This is an optimization exercise on Yosys and OpenROAD, whose aim is small area, a short achievable clock period and few clock cycles, not a production implementation.
Only simulation tests tie the RTL to the original design; equivalence was not proved.
Power figures rest on the tool's default switching activity, not on a simulated workload.

--- flow/config.mk ---
export PLATFORM = sky130hd
export DESIGN_NAME = core_ahb
export DESIGN_NICKNAME = core_ahb
export VERILOG_FILES = /design/flow/design.v
export SDC_FILE = /design/flow/constraint.sdc
export NUM_CORES = 8
export LEC_CHECK = 0
export CAP_MARGIN = 20
export CORE_MARGIN = 2
export CORE_UTILIZATION = 40
export SLEW_MARGIN = 20
--- flow/constraint.sdc ---
create_clock -name core_clock -period 17.0 [get_ports {clk_i}]
set_input_delay 3.4000 -clock core_clock [delete_from_list [all_inputs] [get_ports {clk_i}]]
set_output_delay 3.4000 -clock core_clock [all_outputs]
set_load 0.01 [all_outputs]
--- flow/design.v ---
module core_ahb #(
    parameter DATA_WIDTH = 32
)(
    input clk_i,
    input reset_i,
    input   [DATA_WIDTH-1:0]    hrdata_i,
    output  reg [DATA_WIDTH-1:0]    hwdata_o,
    input                       hready_i,
    input                       hresp_i,
    output  reg [DATA_WIDTH-1:0]    haddr_o,
    output  reg                     hwrite_o,
    output                          htrans_o
);
reg                      instr_ready;
reg  [DATA_WIDTH-1:0]    instr_rdata;
wire    [DATA_WIDTH-1:0]    instr_addr;
wire                        instr_req;
reg                      data_ready;
reg   [DATA_WIDTH-1:0]    data_rdata;
wire    [DATA_WIDTH-1:0]    data_wdata; 
wire    [DATA_WIDTH-1:0]    data_addr;
wire                        data_req;
wire                        data_write;    
logic							  icache_req_pending;
logic icache_ready;
logic [DATA_WIDTH-1:0] icache_rdata;
logic cache_hit;
logic icache_req;
enum logic [2:0] {IDLE, I_ADDR, I_DATA, D_ADDR, D_DATA} arbiterThisState, arbiterNextState;
assign htrans_o = (arbiterThisState == I_ADDR) || (arbiterThisState == D_ADDR);
Svarog1_Core core(
.clk_i(clk_i),
.reset_i(reset_i),
.instr_ready_i(icache_ready),
.instr_rdata_i(icache_rdata),
.instr_addr_o(instr_addr),
.instr_req_o(instr_req),
.data_ready_i(data_ready),
.data_rdata_i(data_rdata),
.data_wdata_o(data_wdata),
.data_addr_o(data_addr),
.data_req_o(data_req),
.data_write_o(data_write)   
);
ICACHE # (
    .DATA_WIDTH(DATA_WIDTH),
    .CACHE_SIZE_BITS(5)  
    ) I1 (
    .clk_i(clk_i),
    .reset_i(reset_i),
    .core_addr_i(instr_addr),
    .core_req_i(instr_req),
    .core_ready_o(icache_ready),
    .core_rdata_o(icache_rdata),
    .cache_req_o(icache_req),
    .hrdata_i(hrdata_i),
    .hready_i(hready_i && (arbiterThisState == I_DATA))
);
always_comb begin : arbiterStateLogic
    unique case(arbiterThisState)
        IDLE : begin
            if(data_req  ) arbiterNextState = D_ADDR;
            else if((icache_req  )  ) arbiterNextState = I_ADDR;
            else arbiterNextState = IDLE;
        end
        I_ADDR : begin
            arbiterNextState = I_DATA;
        end
        I_DATA : begin  
            arbiterNextState = hready_i ? (data_req ? D_ADDR : IDLE) : I_DATA;
        end
        D_ADDR : begin
            arbiterNextState = D_DATA;
        end
        D_DATA : begin  
            arbiterNextState = hready_i ? (icache_req ? I_ADDR : IDLE) : D_DATA;
        end
		default arbiterNextState = IDLE;
    endcase
end
always_ff @(posedge clk_i or negedge reset_i) begin : arbiterStateFSM
    if(!reset_i) begin
        arbiterThisState <= IDLE;
    end
    else begin
        arbiterThisState <= arbiterNextState;
    end
end
always_comb begin : arbiterBusLogic
    unique case (arbiterThisState)
        IDLE : begin
            hwdata_o = 32'h0;
            haddr_o = 32'hFFFFFFFF;
            hwrite_o = 1'b0;
            instr_rdata = 32'h0;
            instr_ready = 1'b0;
            data_rdata = 32'h0;
            data_ready = 1'h0;
        end 
        I_ADDR : begin
            hwdata_o = 32'h0;
            haddr_o = instr_addr;
            hwrite_o = 1'b0;
            instr_rdata = 32'h0;
            instr_ready = 1'b0;
            data_rdata = 32'h0;
            data_ready = 1'h0;
        end
        I_DATA : begin
            hwdata_o = 32'h0;
            haddr_o = instr_addr;
            hwrite_o = 1'b0;
            instr_rdata = hrdata_i;
            instr_ready = hready_i;
            data_rdata = 32'h0;
            data_ready = 1'h0;         
        end
        D_ADDR : begin
            hwdata_o = 32'h0;
            haddr_o = data_addr;
            hwrite_o = data_write;
            instr_rdata = 32'h0;
            instr_ready = 1'b0;
            data_rdata = 32'h0;
            data_ready = 1'h0;
        end
        D_DATA : begin
            hwdata_o = data_write ? data_wdata : 32'h0;
            haddr_o = data_addr;
            hwrite_o = data_write;
            instr_rdata = 32'h0;
            instr_ready = 1'b0;
            data_rdata = hrdata_i;
            data_ready = hready_i;  
        end
		default : begin
            hwdata_o = 32'h0;
            haddr_o = 32'h0;
            hwrite_o = 1'b0;
            instr_rdata = 32'h0;
            instr_ready = 1'b0;
            data_rdata = 32'h0;
            data_ready = 1'h0;			
		end
    endcase
end
endmodule
module Svarog1_Core #(
parameter DATA_WIDTH=32,
parameter REGISTERS_NUMBER=32
)(
input clk_i,
input reset_i,
input                   instr_ready_i,
input  [DATA_WIDTH-1:0] instr_rdata_i,
output [DATA_WIDTH-1:0] instr_addr_o,
output                  instr_req_o,
input                   data_ready_i,
input  [DATA_WIDTH-1:0] data_rdata_i,
output reg [DATA_WIDTH-1:0] data_wdata_o,
output [DATA_WIDTH-1:0] data_addr_o,
output                  data_req_o,
output                  data_write_o
);
wire pc_branch_en;
wire [DATA_WIDTH-1:0] pc_instr_addr;
wire [DATA_WIDTH-1:0] pc_branch_addr;
wire rf_write_en;
wire [4:0] rf_write_addr;
wire [4:0] rf_read_1_addr;
wire [4:0] rf_read_2_addr;
wire [DATA_WIDTH-1:0] rf_write_data;
wire [DATA_WIDTH-1:0] rf_read_1_data;
wire [DATA_WIDTH-1:0] rf_read_2_data;
wire [DATA_WIDTH-1:0] alu_A;
wire [DATA_WIDTH-1:0] alu_B;
wire [9:0] alu_op_sel;
wire [DATA_WIDTH-1:0] alu_res;
wire alu_zero;
wire alu_neg;
wire alu_ovf;
wire alu_carry;
wire dec_br_sel;
wire [DATA_WIDTH-1:0] dec_imm_branch_addr;
wire [DATA_WIDTH-1:0] branch_link_addr;
wire [2:0] ls_extend;
wire [DATA_WIDTH-1:0] dec_a_imm;
wire [DATA_WIDTH-1:0] dec_b_imm;
wire dec_a_sel;
wire dec_b_sel;
wire dec_rf_wr_sel;
wire [DATA_WIDTH-1:0] dec_fetch_addr;
wire [DATA_WIDTH-1:0] branch_imm_with_offset;
wire data_wr_en;
wire data_rd_en;
reg [DATA_WIDTH-1:0] data_rdata_extended;
pc Program_Counter(
.clk_i(clk_i),
.reset_i(reset_i),
.pc_en_i(instr_ready_i),
.branch_en_i(pc_branch_en),
.branch_addr_i(pc_branch_addr),
.instr_addr_o(pc_instr_addr)
);
registers Register_File(
.clk_i(clk_i),
.reset_i(reset_i),
.write_en_i(rf_write_en),
.write_addr_i(rf_write_addr),
.read_1_addr_i(rf_read_1_addr),
.read_2_addr_i(rf_read_2_addr),
.write_data_i(rf_write_data),
.read_1_data_o(rf_read_1_data),
.read_2_data_o(rf_read_2_data)
);
alu ALU(
.clk_i(clk_i),
.reset_i(reset_i),
.A_i(alu_A),
.B_i(alu_B),
.Op_Sel_i(alu_op_sel),
.Res_o(alu_res),
.zero_o(alu_zero),
.carry_o(alu_carry),
.neg_o(alu_neg),
.ovf_o(alu_ovf)
);
newDecoder Decoder(
.clk_i(clk_i),
.reset_i(reset_i),
.imem_data_i(instr_rdata_i),
.imem_ready_i(instr_ready_i),
.instr_fetched_addr_o(dec_fetch_addr),
.instr_fetch_en_o(instr_req_o),
.flag_carry_i(alu_carry),
.flag_neg_i(alu_neg),
.flag_zero_i(alu_zero),
.flag_ovf_i(alu_ovf),
.br_sel_o(dec_br_sel),
.pc_addr_i(pc_instr_addr),
.pc_br_en_o(pc_branch_en),
.alu_b_imm_o(dec_b_imm),
.alu_a_sel_o(dec_a_sel),
.alu_b_sel_o(dec_b_sel),
.alu_op_sel_o(alu_op_sel),
.ls_data_extend_o(ls_extend),
.rf_wr_sel_o(dec_rf_wr_sel),
.rf_wr_en_o(rf_write_en),
.rf_rd_a_addr_o(rf_read_1_addr),
.rf_rd_b_addr_o(rf_read_2_addr),
.rf_wr_addr_o(rf_write_addr),
.dmem_ready_i(data_ready_i),
.dmem_wr_en_o(data_wr_en),
.dmem_rd_en_o(data_rd_en)	
);
Mux_2_to_1 Mux_A(
.data0_i(rf_read_1_data),
.data1_i(dec_fetch_addr),
.select_i(dec_a_sel),
.data_o(alu_A)
);
Mux_2_to_1 Mux_B(
.data0_i(rf_read_2_data),
.data1_i(dec_b_imm),
.select_i(dec_b_sel),
.data_o(alu_B)
);
Mux_4_to_1 Mux_Writeback(
.data0_i(alu_res),
.data1_i(data_rdata_extended),
.data2_i(branch_link_addr),
.data3_i(0),
.select_i({pc_branch_en, dec_rf_wr_sel}),
.data_o(rf_write_data)
);
Mux_2_to_1 Mux_Branch(
.data0_i(alu_res),
.data1_i(branch_imm_with_offset),
.select_i(dec_br_sel),
.data_o(pc_branch_addr)
);
always_comb begin : lsExtend
        unique case(ls_extend)
                3'b000 : begin  
                  data_wdata_o = { {24{rf_read_2_data[7]}},rf_read_2_data[7:0]};  
                  data_rdata_extended = { {24{data_rdata_i[7]}} ,data_rdata_i[7:0]};
                end
                3'b001 : begin  
                  data_wdata_o = { {16{rf_read_2_data[15]}}, rf_read_2_data[15:0]};
                  data_rdata_extended = { {16{data_rdata_i[15]}}, data_rdata_i[15:0]};        
                end
                3'b010 : begin  
                  data_wdata_o = rf_read_2_data[31:0];
                  data_rdata_extended = data_rdata_i[31:0];
                end
                3'b100 : begin  
                  data_wdata_o = { {24{1'b0}} , rf_read_2_data[7:0]};
                  data_rdata_extended = { {24{1'b0}}, data_rdata_i[7:0]};
                end 
                3'b101 : begin  
                  data_wdata_o = { {16{1'b0}}, rf_read_2_data[15:0]};
                  data_rdata_extended = {{16{1'b0}}, data_rdata_i[15:0]};
                end
                default : begin
                  data_wdata_o = rf_read_2_data[31:0];
                  data_rdata_extended = data_rdata_i[31:0];                        
                end
        endcase
end
assign dec_imm_branch_addr = dec_b_imm;
assign branch_imm_with_offset = dec_imm_branch_addr + dec_fetch_addr;
assign branch_link_addr = dec_fetch_addr + 4;  
assign instr_addr_o = pc_instr_addr;
assign data_write_o = (!data_rd_en && data_wr_en); 
assign data_req_o = data_rd_en || data_wr_en; 
assign data_addr_o = alu_res;
endmodule
module ICACHE #(
    parameter DATA_WIDTH = 32,
    parameter CACHE_SIZE_BITS = 4,
    parameter CACHE_LENGTH = 2 ** CACHE_SIZE_BITS,
    parameter TAG_SIZE_BITS = DATA_WIDTH - CACHE_SIZE_BITS - 2,  
    parameter BYTE_OFFSET = 2
)(
    input                       clk_i,
    input                       reset_i,
    input   [DATA_WIDTH-1:0]    core_addr_i,
    input                       core_req_i,
    output                      core_ready_o,
    output  [DATA_WIDTH-1:0]    core_rdata_o,
    output reg                  cache_hit_o,
    output reg                  cache_req_o, 
    input   [DATA_WIDTH-1:0]        hrdata_i,
    input                       hready_i,
    input                       hresp_i
);
logic                   valid_bit [0:CACHE_LENGTH-1];
logic [TAG_SIZE_BITS-1:0] cache_tag [0:CACHE_LENGTH-1];
logic [TAG_SIZE_BITS-1:0] req_tag;
logic [DATA_WIDTH-1:0]  cache_data [0:CACHE_LENGTH-1];
logic [CACHE_SIZE_BITS-1:0] cache_index;
logic cache_is_hit;
logic cache_is_miss; 
logic tag_match;
logic sram_ready;
logic sram_wr_en;
integer cnt;
enum {CACHE_IDLE, CACHE_COMPARE, CACHE_WB, CACHE_ALLOCATE} cacheThisState, cacheNextState;
assign cache_index = core_addr_i[(CACHE_SIZE_BITS+BYTE_OFFSET-1):(BYTE_OFFSET)];  
assign cache_hit_o = cache_is_hit;
assign req_tag = core_addr_i[(DATA_WIDTH-1):(CACHE_SIZE_BITS+BYTE_OFFSET)];
assign tag_match = (cache_tag[cache_index] == req_tag);
assign cache_is_hit = (tag_match && valid_bit[cache_index] && (cacheThisState == CACHE_COMPARE));  
assign cache_is_miss = ((!tag_match || !(valid_bit[cache_index])) && (cacheThisState == CACHE_COMPARE));
assign sram_ready = (cacheThisState == CACHE_COMPARE);  
assign sram_wr_en = (cacheThisState == CACHE_ALLOCATE);
assign core_rdata_o = cache_data[cache_index];
assign core_ready_o = cache_is_hit;
assign cache_req_o = (cacheThisState == CACHE_ALLOCATE);
always_ff @(posedge clk_i or negedge reset_i) begin : dataAllocate
    if(~reset_i) begin
        for(cnt=0; cnt<2 ** CACHE_SIZE_BITS; cnt++) begin
        cache_data[cnt] <= 32'h00000000;
        cache_tag[cnt] <= 22'b0;
        valid_bit[cnt] <= 1'b0;
    end
    end
    else if(sram_wr_en && hready_i) begin
        cache_data[cache_index] <= hrdata_i;
        cache_tag[cache_index] <= req_tag;
        valid_bit[cache_index] <= 1'b1;
    end
end
always_comb begin : cacheStateLogic
    unique case(cacheThisState)
        CACHE_IDLE : cacheNextState = core_req_i ? CACHE_COMPARE : CACHE_IDLE;
        CACHE_COMPARE : begin   
            cacheNextState = sram_ready ? (cache_is_hit ?  CACHE_IDLE : CACHE_ALLOCATE) : CACHE_COMPARE;
        end
        CACHE_ALLOCATE : cacheNextState = hready_i ? CACHE_COMPARE : CACHE_ALLOCATE;
        default : cacheNextState = CACHE_IDLE;
    endcase
end
always_ff @(posedge clk_i or negedge reset_i) begin : cacheStateFSM
    if(!reset_i) cacheThisState <= CACHE_IDLE; 
    else cacheThisState <= cacheNextState;
end
endmodule
module newDecoder #(
    parameter DATA_WIDTH = 32
)(
    input                       clk_i,
    input                       reset_i,
    input   [DATA_WIDTH-1:0]    imem_data_i,
    input                       imem_ready_i,
    output reg [DATA_WIDTH-1:0] instr_fetched_addr_o,
    output reg                  instr_fetch_en_o,
    input                       flag_carry_i,
    input                       flag_neg_i,
    input                       flag_zero_i,
    input                       flag_ovf_i,
    output reg                  br_sel_o, 
    input      [DATA_WIDTH-1:0] pc_addr_i,
    output reg                  pc_br_en_o,
    output reg [DATA_WIDTH-1:0] alu_b_imm_o,
    output reg                  alu_a_sel_o,
    output reg                  alu_b_sel_o,
    output reg [9:0]            alu_op_sel_o,
    output reg [2:0]            ls_data_extend_o,
    output reg                  rf_wr_sel_o,
    output reg                  rf_wr_en_o,
    output reg [4:0]            rf_rd_a_addr_o,
    output reg [4:0]            rf_rd_b_addr_o,
    output reg [4:0]            rf_wr_addr_o,
    input                       dmem_ready_i,
    output reg                  dmem_wr_en_o,
    output reg                  dmem_rd_en_o    
);
enum {ARG_REGFILE, ARG_IMM_PC} alu_arg_select;
enum {WB_ALU_PC, WB_DMEM} wb_select;
enum {PC_ALU, PC_IMM} pc_br_select;
enum {DEC_FETCH, DEC_EXEC, DEC_DMEM} decThisState, decNextState;
localparam I_LUI    =   7'b0110111;
localparam I_AUIPC  =   7'b0010111;
localparam I_JAL    =   7'b1101111;
localparam I_JALR   =   7'b1100111;
localparam I_BR     =   7'b1100011;
localparam I_LD     =   7'b0000011;
localparam I_ST     =   7'b0100011;
localparam I_IMM    =   7'b0010011;
localparam I_REG    =   7'b0110011;
localparam I_FENCE  =   7'b0001111;
localparam I_ECABR  =   7'b1110011; 
localparam BR_TYPE_BEQ  =   3'b000;
localparam BR_TYPE_BNE  =   3'b001;
localparam BR_TYPE_BLT  =   3'b100;
localparam BR_TYPE_BLTU =   3'b110;
localparam BR_TYPE_BGE  =   3'b101;
localparam BR_TYPE_BGEU =   3'b111;
localparam LD_TYPE_LB   =   3'b000;
localparam LD_TYPE_LH   =   3'b001;
localparam LD_TYPE_LW   =   3'b010;
localparam LD_TYPE_LD   =   3'b011;
localparam LD_TYPE_LBU  =   3'b100;
localparam LD_TYPE_LHU  =   3'b101;
localparam LD_TYPE_LWU  =   3'b110;
localparam ST_TYPE_SB   =   3'b000;
localparam ST_TYPE_SH   =   3'b001;
localparam ST_TYPE_SW   =   3'b010;
localparam ST_TYPE_SD   =   3'b011;
logic [DATA_WIDTH-1:0]  instr_fetch_reg;
logic [DATA_WIDTH-1:0]  instr_current_addr;
logic                   instr_is_dmem_access;
logic                   instr_is_jump;
logic                   instr_dmem_nrw;
logic                   br_addr_done;
assign instr_fetched_addr_o = instr_current_addr;
always_comb begin : dataPathLogic
    unique case(instr_fetch_reg[6:0])
            I_LUI : begin
                alu_b_imm_o = {instr_fetch_reg[31:12], 12'h000};
                alu_a_sel_o = ARG_REGFILE;
                alu_b_sel_o = ARG_IMM_PC;
                alu_op_sel_o = 10'b0;
                rf_rd_a_addr_o = 5'b0;  
                rf_rd_b_addr_o = 5'b0;  
                rf_wr_addr_o = instr_fetch_reg[11:7];
                rf_wr_sel_o = WB_ALU_PC;
                br_sel_o = PC_ALU;
                instr_is_jump = 1'b0;
                instr_is_dmem_access = 1'b0;
                instr_dmem_nrw = 1'b0;
                ls_data_extend_o = 3'b000;
            end
            I_AUIPC : begin
                alu_b_imm_o = {instr_fetch_reg[31:12], 12'h000};
                alu_a_sel_o = ARG_IMM_PC;
                alu_b_sel_o = ARG_IMM_PC;
                alu_op_sel_o = 10'b0;
                rf_rd_a_addr_o = 5'b0;  
                rf_rd_b_addr_o = 5'b0;  
                rf_wr_addr_o = instr_fetch_reg[11:7];
                rf_wr_sel_o = WB_ALU_PC;
                br_sel_o = PC_ALU;
                instr_is_jump = 1'b0;
                instr_is_dmem_access = 1'b0;
                instr_dmem_nrw = 1'b0;
                ls_data_extend_o = 3'b000;
            end
            I_JAL : begin
                alu_b_imm_o = { {11{instr_fetch_reg[31]}}, instr_fetch_reg[31], instr_fetch_reg[19:12], instr_fetch_reg[20], instr_fetch_reg[30:21], 1'b0};
                alu_a_sel_o = ARG_IMM_PC; 
                alu_b_sel_o = ARG_IMM_PC;
                alu_op_sel_o = 10'b0000000000;  
                rf_rd_a_addr_o = 5'b0;  
                rf_rd_b_addr_o = 5'b0;  
                rf_wr_addr_o = instr_fetch_reg[11:7];
                rf_wr_sel_o = WB_ALU_PC;  
                br_sel_o = PC_ALU;   
                instr_is_jump = 1'b1;
                instr_is_dmem_access = 1'b0;
                instr_dmem_nrw = 1'b0;
                ls_data_extend_o = 3'b000;
            end
            I_JALR : begin
                alu_b_imm_o = { {20{instr_fetch_reg[31]}}, instr_fetch_reg[31:20]};
                alu_a_sel_o = ARG_REGFILE;
                alu_b_sel_o = ARG_IMM_PC;
                alu_op_sel_o = 10'b0000000000;  
                rf_rd_a_addr_o = instr_fetch_reg[19:15]; 
                rf_rd_b_addr_o = 5'b0;  
                rf_wr_addr_o = instr_fetch_reg[11:7];
                rf_wr_sel_o = WB_ALU_PC;  
                br_sel_o = PC_ALU;  
                instr_is_jump = 1'b1;
                instr_is_dmem_access = 1'b0;    
                instr_dmem_nrw = 1'b0;
                ls_data_extend_o = 3'b000;
            end
            I_BR : begin
                alu_b_imm_o = { {19{instr_fetch_reg[31]}}, instr_fetch_reg[31],instr_fetch_reg[7], instr_fetch_reg[30:25], instr_fetch_reg[11:8], 1'b0};
                alu_a_sel_o = ARG_REGFILE;
                alu_b_sel_o = ARG_REGFILE;
                rf_rd_a_addr_o = instr_fetch_reg[19:15];
                rf_rd_b_addr_o = instr_fetch_reg[24:20];
                rf_wr_addr_o = 5'b0;
                rf_wr_sel_o = WB_ALU_PC; 
                br_sel_o = PC_IMM;  
                instr_is_dmem_access = 1'b0; 
                instr_dmem_nrw = 1'b0;
                ls_data_extend_o = 3'b000;
                unique case(instr_fetch_reg[14:12])
                    BR_TYPE_BEQ : begin
                        alu_op_sel_o = 10'b0100000000;  
                        instr_is_jump = flag_zero_i;
                    end
                    BR_TYPE_BNE : begin
                        alu_op_sel_o = 10'b0100000000;  
                        instr_is_jump = !flag_zero_i;
                    end 
                    BR_TYPE_BLT : begin
                        alu_op_sel_o = 10'b0000000010;  
                        instr_is_jump = !flag_zero_i;
                    end 
                    BR_TYPE_BLTU : begin 
                        alu_op_sel_o = 10'b0000000011;  
                        instr_is_jump = !flag_zero_i;
                    end
                    BR_TYPE_BGE : begin
                        alu_op_sel_o = 10'b0000000010;  
                        instr_is_jump = flag_zero_i;
                    end 
                    BR_TYPE_BGEU : begin 
                        alu_op_sel_o = 10'b0000000011;  
                        instr_is_jump = flag_zero_i;
                    end
                    default : begin
                        alu_op_sel_o = 10'b0100000000;
                        instr_is_jump = 1'b0;
                    end
                endcase
            end
            I_LD : begin
                alu_b_imm_o = { {20{instr_fetch_reg[31]}}, instr_fetch_reg[31:20]};
                alu_a_sel_o = ARG_REGFILE;
                alu_b_sel_o = ARG_IMM_PC;
                alu_op_sel_o = 10'b0000000000;  
                rf_rd_a_addr_o = instr_fetch_reg[19:15]; 
                rf_rd_b_addr_o = 5'b0;  
                rf_wr_addr_o = instr_fetch_reg[11:7];
                rf_wr_sel_o = WB_DMEM;
                br_sel_o = PC_ALU;
                instr_is_jump = 1'b0;
                instr_is_dmem_access = 1'b1;
                instr_dmem_nrw = 1'b0;
                ls_data_extend_o = instr_fetch_reg[14:12];  
            end
            I_ST : begin
                alu_b_imm_o = { {20{instr_fetch_reg[31]}}, instr_fetch_reg[31:25], instr_fetch_reg[11:7]};
                alu_a_sel_o = ARG_REGFILE;
                alu_b_sel_o = ARG_IMM_PC;           
                alu_op_sel_o = 10'b0000000000;  
                rf_rd_a_addr_o = instr_fetch_reg[19:15]; 
                rf_rd_b_addr_o = instr_fetch_reg[24:20];
                rf_wr_addr_o = 5'b00000;
                rf_wr_sel_o = WB_ALU_PC;
                br_sel_o = PC_ALU;
                instr_is_jump = 1'b0;
                instr_is_dmem_access = 1'b1;
                instr_dmem_nrw = 1'b1;
                ls_data_extend_o = instr_fetch_reg[14:12];  
            end
            I_IMM : begin
                alu_b_imm_o = { {20{instr_fetch_reg[31]}}, instr_fetch_reg[31:20]};
                alu_a_sel_o = ARG_REGFILE;
                alu_b_sel_o = ARG_IMM_PC;
                alu_op_sel_o = (instr_fetch_reg[14:12] == 3'b101) ? {1'b0, instr_fetch_reg[30], 5'b0, instr_fetch_reg[14:12]} : {7'b0, instr_fetch_reg[14:12]};  
                rf_rd_a_addr_o = instr_fetch_reg[19:15]; 
                rf_rd_b_addr_o = 5'b0;  
                rf_wr_addr_o = instr_fetch_reg[11:7];
                rf_wr_sel_o = WB_ALU_PC;
                br_sel_o = PC_ALU;
                instr_is_jump = 1'b0;
                instr_is_dmem_access = 1'b0;
                instr_dmem_nrw = 1'b0;
                ls_data_extend_o = 3'b000;   
            end
            I_REG : begin
                alu_b_imm_o = 32'b0;
                alu_a_sel_o = ARG_REGFILE;
                alu_b_sel_o = ARG_REGFILE;
                alu_op_sel_o = {instr_fetch_reg[31:25], instr_fetch_reg[14:12]};
                rf_rd_a_addr_o = instr_fetch_reg[19:15]; 
                rf_rd_b_addr_o = instr_fetch_reg[24:20];  
                rf_wr_addr_o = instr_fetch_reg[11:7];
                rf_wr_sel_o = WB_ALU_PC;
                br_sel_o = PC_ALU;
                instr_is_jump = 1'b0;
                instr_is_dmem_access = 1'b0;
                instr_dmem_nrw = 1'b0;
                ls_data_extend_o = 3'b000;                 
            end
            I_FENCE : begin
                alu_b_imm_o = 32'b0;
                alu_a_sel_o = ARG_REGFILE;
                alu_b_sel_o = ARG_REGFILE;
                alu_op_sel_o = 0;
                rf_rd_a_addr_o = 0; 
                rf_rd_b_addr_o = 0; 
                rf_wr_addr_o = 0;
                rf_wr_sel_o = WB_ALU_PC;
                br_sel_o = PC_ALU;
                instr_is_jump = 1'b0;
                instr_is_dmem_access = 1'b0;   
                instr_dmem_nrw = 1'b0;
                ls_data_extend_o = 3'b000;
            end
            I_ECABR : begin
                alu_b_imm_o = 32'b0;
                alu_a_sel_o = ARG_REGFILE;
                alu_b_sel_o = ARG_REGFILE;
                alu_op_sel_o = 0;
                rf_rd_a_addr_o = 0; 
                rf_rd_b_addr_o = 0;  
                rf_wr_addr_o = 0;
                rf_wr_sel_o = WB_ALU_PC;
                br_sel_o = PC_ALU;
                instr_is_jump = 1'b0;
                instr_is_dmem_access = 1'b0;              
                instr_dmem_nrw = 1'b0;
                ls_data_extend_o = 3'b000;
            end
            default : begin
                alu_b_imm_o = 32'b0;
                alu_a_sel_o = ARG_REGFILE;
                alu_b_sel_o = ARG_REGFILE;
                alu_op_sel_o = 0;
                rf_rd_a_addr_o = 0; 
                rf_rd_b_addr_o = 0;  
                rf_wr_addr_o = 0;
                rf_wr_sel_o = WB_ALU_PC;
                br_sel_o = PC_ALU;
                instr_is_jump = 1'b0;
                instr_is_dmem_access = 1'b0;              
                instr_dmem_nrw = 1'b0;
                ls_data_extend_o = 3'b000;
            end
    endcase
end
always_comb begin : stateLogic
        unique case(decThisState)
            DEC_FETCH   :   begin
                decNextState = imem_ready_i ? DEC_EXEC : DEC_FETCH;
                instr_fetch_en_o = 1'b0; ;  
                rf_wr_en_o = 1'b0;
                pc_br_en_o = 1'b0;
                dmem_wr_en_o = 1'b0;
                dmem_rd_en_o = 1'b0;
            end
            DEC_EXEC    :   begin
                decNextState = instr_is_dmem_access ? DEC_DMEM : (instr_is_jump ? (br_addr_done ? DEC_FETCH : DEC_EXEC) : DEC_FETCH);  
                instr_fetch_en_o = instr_is_jump ? br_addr_done : ~instr_is_dmem_access;  
                rf_wr_en_o = ~instr_is_dmem_access & ~br_addr_done;  
                pc_br_en_o = instr_is_jump & ~br_addr_done;  
                dmem_wr_en_o = (instr_dmem_nrw & instr_is_dmem_access);
                dmem_rd_en_o = (~instr_dmem_nrw & instr_is_dmem_access);
            end
            DEC_DMEM    :   begin
                decNextState = dmem_ready_i ? DEC_FETCH : DEC_DMEM;
                instr_fetch_en_o =   dmem_ready_i;  
                rf_wr_en_o = ~instr_dmem_nrw & dmem_ready_i;  
                pc_br_en_o = 1'b0;
                dmem_wr_en_o = instr_dmem_nrw;
                dmem_rd_en_o = ~instr_dmem_nrw;
            end
            default     :   begin
                decNextState = DEC_FETCH;
                instr_fetch_en_o = 1'b1;
                rf_wr_en_o = 1'b0;
                pc_br_en_o = 1'b0;
                dmem_wr_en_o = 1'b0;
                dmem_rd_en_o = 1'b0;
            end
        endcase
end
always_ff @(posedge clk_i or negedge reset_i) begin : stateFSM
    if(!reset_i)    decThisState <= DEC_EXEC;
    else            decThisState <= decNextState;
end
always_ff @( posedge clk_i or negedge reset_i ) begin : isAddrDone
    if(~reset_i) br_addr_done <= 1'b0;
    else if((decThisState == DEC_EXEC) && instr_is_jump) br_addr_done <= 1'b1;
    else br_addr_done <= 1'b0;
end
always_ff @(posedge clk_i or negedge reset_i) begin : instrFetch
    if(!reset_i) begin
        instr_fetch_reg <= 32'h0;
        instr_current_addr <= 32'h0;
    end
    else if((decThisState == DEC_FETCH) && imem_ready_i) begin
        instr_fetch_reg <= imem_data_i;
        instr_current_addr <= pc_addr_i;
    end
end
endmodule
module alu #(
parameter DATA_WIDTH=32,
parameter ADDR_BUS_WIDTH=5,
parameter OP_WIDTH=10
)(
input clk_i,
input reset_i,
input [DATA_WIDTH-1:0] A_i,
input [DATA_WIDTH-1:0] B_i,
input [OP_WIDTH-1:0] Op_Sel_i,
output reg [DATA_WIDTH-1:0] Res_o,
output reg zero_o,
output reg carry_o,
output reg neg_o,
output reg ovf_o
);
always_comb
begin
	case(Op_Sel_i)
		10'b0000000000: {carry_o, Res_o} = A_i + B_i;  
		10'b0100000000: {carry_o, Res_o} = A_i - B_i;  
		10'b0000000001: {carry_o, Res_o} = A_i << B_i[4:0];  
		10'b0000000010:  
			begin
				if($signed(A_i) < $signed(B_i)) {carry_o, Res_o} = {1'b0, 32'h00000001};
				else {carry_o, Res_o} = {1'b0, 32'h0};
			end 
		10'b0000000011:  
			begin
				if(A_i < B_i) {carry_o, Res_o} = {1'b0, 32'h00000001};
				else {carry_o, Res_o} = {1'b0, 32'h0};
			end
		10'b0000000100: {carry_o, Res_o} = A_i ^ B_i;  
		10'b0000000101: {carry_o, Res_o} = A_i >> B_i[4:0]; 
		10'b0100000101: {carry_o, Res_o} = {1'b0, $signed(A_i) >>> B_i[4:0]};  
		10'b0000000110: {carry_o, Res_o} = A_i | B_i;  
		10'b0000000111: {carry_o, Res_o} = A_i & B_i;  
		default: 		{carry_o, Res_o} = {1'b0, 32'h0};
	endcase
end
	assign zero_o = ~(|Res_o);
	assign ovf_o = ({carry_o, Res_o[31]} == 2'b01);
	assign neg_o = Res_o[31];
endmodule
module pc #(
parameter DATA_WIDTH=32,
parameter RESET_VECTOR = 32'h00000000
)
(
input	clk_i,
input	reset_i,
input pc_en_i,
input	branch_en_i,			 
input	[31:0]	branch_addr_i,
output reg [31:0] instr_addr_o
);
always_ff @(posedge clk_i or negedge reset_i)
begin
	if(~reset_i)
	begin
		instr_addr_o <= RESET_VECTOR;
	end
	else if(branch_en_i == 1'b1) instr_addr_o <= branch_addr_i;
	else if(pc_en_i == 1'b1) instr_addr_o <= instr_addr_o + 4;
	else instr_addr_o <= instr_addr_o;
end
endmodule
module registers
#(
parameter DATA_WIDTH=32,
parameter REGISTERS_NUMBER=32,
parameter ADDR_BUS_WIDTH=5
)
(
input clk_i,
input reset_i,
input write_en_i,
input [ADDR_BUS_WIDTH-1:0] write_addr_i,
input [ADDR_BUS_WIDTH-1:0] read_1_addr_i,
input [ADDR_BUS_WIDTH-1:0] read_2_addr_i,
input [DATA_WIDTH-1:0] write_data_i,
output [DATA_WIDTH-1:0] read_1_data_o,
output [DATA_WIDTH-1:0] read_2_data_o
);
wire write_en_int;
reg [DATA_WIDTH-1:0] GPRx[REGISTERS_NUMBER-1:0];
assign read_1_data_o = (read_1_addr_i == 5'b00000) ? 32'h00000000 : GPRx[read_1_addr_i];
assign read_2_data_o = (read_2_addr_i == 5'b00000) ? 32'h00000000 : GPRx[read_2_addr_i];
assign write_en_int = (write_addr_i == 5'b00000) ? 1'b0 : write_en_i;
always_ff @(posedge clk_i or negedge reset_i)
begin
 if(!reset_i)
 begin
    GPRx[1] <= 32'h00000000;
    GPRx[2] <= 32'h00000000;
    GPRx[3] <= 32'h00000000;
    GPRx[4] <= 32'h00000000;
    GPRx[5] <= 32'h00000000;
    GPRx[6] <= 32'h00000000;
    GPRx[7] <= 32'h00000000;
    GPRx[8] <= 32'h00000000;
    GPRx[9] <= 32'h00000000;
    GPRx[10] <= 32'h00000000;
    GPRx[11] <= 32'h00000000;
    GPRx[12] <= 32'h00000000;
    GPRx[13] <= 32'h00000000;
    GPRx[14] <= 32'h00000000;
    GPRx[15] <= 32'h00000000;
    GPRx[16] <= 32'h00000000;
    GPRx[17] <= 32'h00000000;
    GPRx[18] <= 32'h00000000;
    GPRx[19] <= 32'h00000000;
    GPRx[20] <= 32'h00000000;
    GPRx[21] <= 32'h00000000;
    GPRx[22] <= 32'h00000000;
    GPRx[23] <= 32'h00000000;
    GPRx[24] <= 32'h00000000;
    GPRx[25] <= 32'h00000000;
    GPRx[26] <= 32'h00000000;
    GPRx[27] <= 32'h00000000;
    GPRx[28] <= 32'h00000000;
    GPRx[29] <= 32'h00000000;
    GPRx[30] <= 32'h00000000;
    GPRx[31] <= 32'h00000000;
end
 else if(write_en_int)
	begin
			GPRx[write_addr_i] <= write_data_i;
	end
end
endmodule
module Mux_2_to_1 #(
parameter DATA_WIDTH=32
)(
input [DATA_WIDTH-1:0] data0_i,
input [DATA_WIDTH-1:0] data1_i,
input select_i,
output reg [DATA_WIDTH-1:0] data_o
);
always @(*)
begin
	case(select_i)
		2'b00: data_o  = data0_i;
		2'b01: data_o  = data1_i;
	endcase
end
endmodule
module Mux_4_to_1 #(
parameter DATA_WIDTH=32
)(
input [DATA_WIDTH-1:0] data0_i,
input [DATA_WIDTH-1:0] data1_i,
input [DATA_WIDTH-1:0] data2_i,
input [DATA_WIDTH-1:0] data3_i,
input [1:0] select_i,
output reg [DATA_WIDTH-1:0] data_o
);
always_comb
begin
	case(select_i)
		2'b00: data_o  = data0_i;
		2'b01: data_o  = data1_i;
		2'b10: data_o  = data2_i;
		2'b11: data_o = data3_i;
	endcase
end
endmodule
--- flow/run.sh ---
#!/bin/bash
# synth_recipe.tcl (not shown) runs the flow's synth.tcl, then flattens the netlist and writes it again
# the make line also repeats each setting of config.mk as NAME=value (left out here)
make -C /OpenROAD-flow-scripts/flow DESIGN_CONFIG=/design/flow/config.mk WORK_HOME=/design/flow/orfs CLKGATE_MAP_FILE= SYNTH_SCRIPT=/design/flow/synth_recipe.tcl finish
==> impl_metrics.ini <==
[status]
outcome = finished clean

[drt]
vias = 141779
drt_iter0_drc = 23282
drc_errors = 0
viasPerCell = 7.24
ant_nets = 0
wirelength_um = 804000
firstDrtPassIters = 14
wl_per_cell_um = 41.0

[timing]
relSlewSlack_pct = 4.23
setup_viol = 0
hold_violations = 0
fmax_mhz = 65.4
finalCritPeriodShare_pct = 89.9
finClkSkew_ns = 0.0750
finalSetupTns_ns = 0
min_period_ns = 15.29
slew_violations = 0
rsz0062_at_grt = false
worst_pin_slew_ns = 1.43

[cts]
tritoncts = done
cts_buffer_depth = 4
h-tree-depth = 5
root_buffer = clkbuf_16
cts_setup_buffers = 0
cts_resized = 0
clkLatencyLatePin_ns = 1.02
cts_buffers = 318
clock_sinks = 2952
clkSlewWorstSetupHoldPaths_ns = 0.06
cts_hold_buf = 0

[critical_path]
cp_slowest_cell = nor2_4
critPathCaptureType = output pin
max_stage_delay_ns = 0.96
path_buf_inv = 3
cp.required_ns = 13.60
critical-path-top-delay-family = compound AO/OA/AOI/OAI gates
timing_worst_setup_path_type = reg2out
crit_chain = nand4bb_2, buf_4, nor2_1, nand3_1, nor2_4, buf_4, a22oi_1, nand4_1, a2111oi_0, a21oi_1, nand2_1, nand2_1, ha_1, or4_1, o31ai_1, o41ai_1, o31ai_1, a21oi_1, a21bo_2, a221o_1, a211o_1, a221oi_1, o21ai_0, clkdlybuf4s50_1
crit_path_start_kind = flip-flop
cp_data_arrival_time_ns = 11.89
cp_max_fo = 18

[finish]
layoutNonFillerInstCount = 19596
top_register = I1.cache_data
final_area_um2 = 174000
reg_top3 = I1.cache_data: 1024 flops, core.Register_File.GPRx: 992 flops, I1.cache_tag: 800 flops
nFillCells = 35948
final_cell_mix = 2940 x dfrtp_1, 1902 x mux2_2, 1334 x nand2_1
multiInputGateArea_um2 = 75200
drive_gt1_share_pct = 24.7
regArea_um2 = 73900
final_common_cell = dfrtp_1
nets = 14338
largest_reg_flops = 1024
area_delta_synth_final_pct = 12.7

[synthesis]
syn-cell-area_um2 = 154000
seq_area_frac_synth_pct = 47.9
ys_warn_count = 19
synth_seq_cells = 2952
syn_inst = 14521
syn-num-nets = 14701
synth_top_flop_cell = dfrtp_1
synth_edf_count = 0
synthArstFlopShare_pct = 100
postSynthAreaPerCell_um2 = 10.6
synth_cell_types = 120

[placement]
placed_cells = 18869
dpl.hpwl_um = 506000
routabilityCongestion = 1.12
portBuffers = 100
dpl_cell_area_um2 = 162000

[power]
internal_power_uw = 12100
power_switching_uw = 6020
clockPowerShare_pct = 41.3
leakagePower_uw = 0.0755
ir_drop_v = 0.000116
p_seq_share_pct = 40.4
switching_share_pct = 33.2
p_comb_share_pct = 18.3
power.density_nw_per_um2 = 104

[floorplan]
ios = 102
core-area_um2 = 383000
dieWidth_um = 625
die_h_um = 625
rows = 227
die-area_um2 = 390000
start_util_pct = 40.3

[global_route]
grt_use_total_pct = 40.1
grt_max_degree = 178
grt.overflow.total = 0
grt_pass1_vias = 130662
grt_pass1_wl_um = 1100000
antenna_found_initial = 89

[run]
maxCapViolCount = 0

[hold_path]
hp-class = reg2reg
path summary, 6_finish.rpt:
check | startpoint | slack [ns] | cells after the start | endpoint
min reg2reg | I1.valid_bit[20]$_DFFE_PN0P_ | 0.46 | 1 | I1.valid_bit[20]$_DFFE_PN0P_
max in group asynchronous | reset_i | 11.41 | 4 | I1.cache_tag[31][4]$_DFFE_PN0P_
max | core.Decoder.instr_fetch_reg[2]$_DFFE_PN0P_ | 1.71 | 24 | haddr_o[30]
min in group asynchronous | reset_i | 2.41 | 1 | core.Register_File.GPRx[26][8]$_DFFE_PN0P_
min | I1.valid_bit[20]$_DFFE_PN0P_ | 0.46 | 1 | I1.valid_bit[20]$_DFFE_PN0P_
max reg2reg | core.Decoder.instr_fetch_reg[2]$_DFFE_PN0P_ | 3.97 | 33 | core.Register_File.GPRx[23][12]$_DFFE_PN0P_
synthesized netlist by cell type, drive strengths merged (19+ instances only):
cell type | number | share of area (%)
dfrtp | 2951 | 48
mux2 | 1903 | 14
nand2 | 1371 | 3.3
clkbuf | 965 | 2.4
nor2 | 805 | 2.0
o31ai | 604 | 2.9
a22oi | 548 | 2.7
buf | 501 | 1.7
mux2i | 488 | 3.2
o21ai | 481 | 1.6
a21oi | 381 | 1.2
a31oi | 380 | 1.6
a221oi | 321 | 1.8
a22o | 278 | 1.6
nand4 | 243 | 0.99
nand3 | 242 | 0.79
nor3 | 219 | 0.78
inv | 162 | 0.40
o22ai | 148 | 0.60
ha | 141 | 1.1
a222oi | 120 | 0.78
xnor2 | 107 | 0.61
a211oi | 63 | 0.32
and3 | 63 | 0.26
nor4 | 63 | 0.32
a32oi | 60 | 0.34
o211ai | 60 | 0.31
or2 | 56 | 0.23
a21o | 52 | 0.25
a2111oi | 46 | 0.29
nand2b | 43 | 0.17
and2 | 39 | 0.16
nor2b | 38 | 0.15
o2111ai | 37 | 0.22
o32ai | 35 | 0.20
o311ai | 34 | 0.19
or3 | 34 | 0.14
a221o | 33 | 0.21
o21a | 33 | 0.16
o221ai | 31 | 0.18
a32o | 25 | 0.16
or4 | 21 | 0.10
nand3b | 19 | 0.095
cell families after synthesis:
family	share of synthesized area (%)
compound gates	18.5
simple gates	10.0
fa+ha+maj	1.18
flops	47.9
buf+inv	4.45
mux	17.2
xor+xnor	0.699
layer usage:
metal | track usage, % | routed length, um | vias up
met5 | 2.69 | 1650 | -
met3 | 17.2 | 113000 | 4100
li1 | - | - | 54054
met1 | 49.0 | 288000 | 71177
met4 | 29.9 | 78500 | 64
met2 | 55.6 | 323000 | 12384
cell type report:
cell class,instances,area share (%)
inverters,168,0.367
well taps,5038,3.63
repair buffers,783,3.62
flip-flops and latches,2952,42.6
clock buffers,462,5.41
multi-input cells,9935,43.3
diodes,143,0.206
clock inverters,115,0.939
power groups by stage:
stage	clock network, uW	registers [uW]	logic, uW
6_report	7480	7330	3320
5_1_grt	7760	7320	3170
4_1_cts	7470	7310	2990
3_5_place_dp	0	7440	2980
3_3_place_gp	0	7440	2980
2_1_floorplan	0	7280	1380
stage by stage:
| stage | utilization, % | power (uW) | hold slack (ns) | setup WS [ns] |
|---|---|---|---|---|
| floorplan | - | 8650 | 0.433 | 7.11 |
| global placement | 42.3 | 10400 | 0.447 | 3.59 |
| detailed placement | 42.3 | 10400 | 0.451 | 3.52 |
| CTS | 45.2 | 17800 | 0.465 | 2.50 |
| global route | 45.3 | 18300 | 0.476 | 1.93 |
| finish | 45.4 | 18100 | 0.463 | 1.71 |
Testbench counts, summed over its fixed seeds: cycles 276,941.

-- separate check: timing with driven ports --
Ports are ideal in the flow. The routed layout listed here was re-timed in OpenROAD.
Step 1 sets driving cells, clkbuf_16 on the clock port and buf_2 on the other inputs (assumed; they add their load-dependent delay and slew).
Step 2 adds t to the input delays and takes it off the output delays; t is the mean of the earliest and latest rising clock arrival at the registers after step 1. Input paths then give back, and output paths get back, about the clock's delay inside the block.
Slacks: ideal / step 1 / step 2; pairs: ideal / step 1.
t (ns): 1.092
setup slack, ns: 1.711 / 1.598 / 2.691
worst setup path after step 2: register to output
pins driven straight from the clock port: 1
After both steps this run still meets setup and hold. The setup slack of this run moves by -0.113 ns with the drivers and by +0.980 ns with both steps.
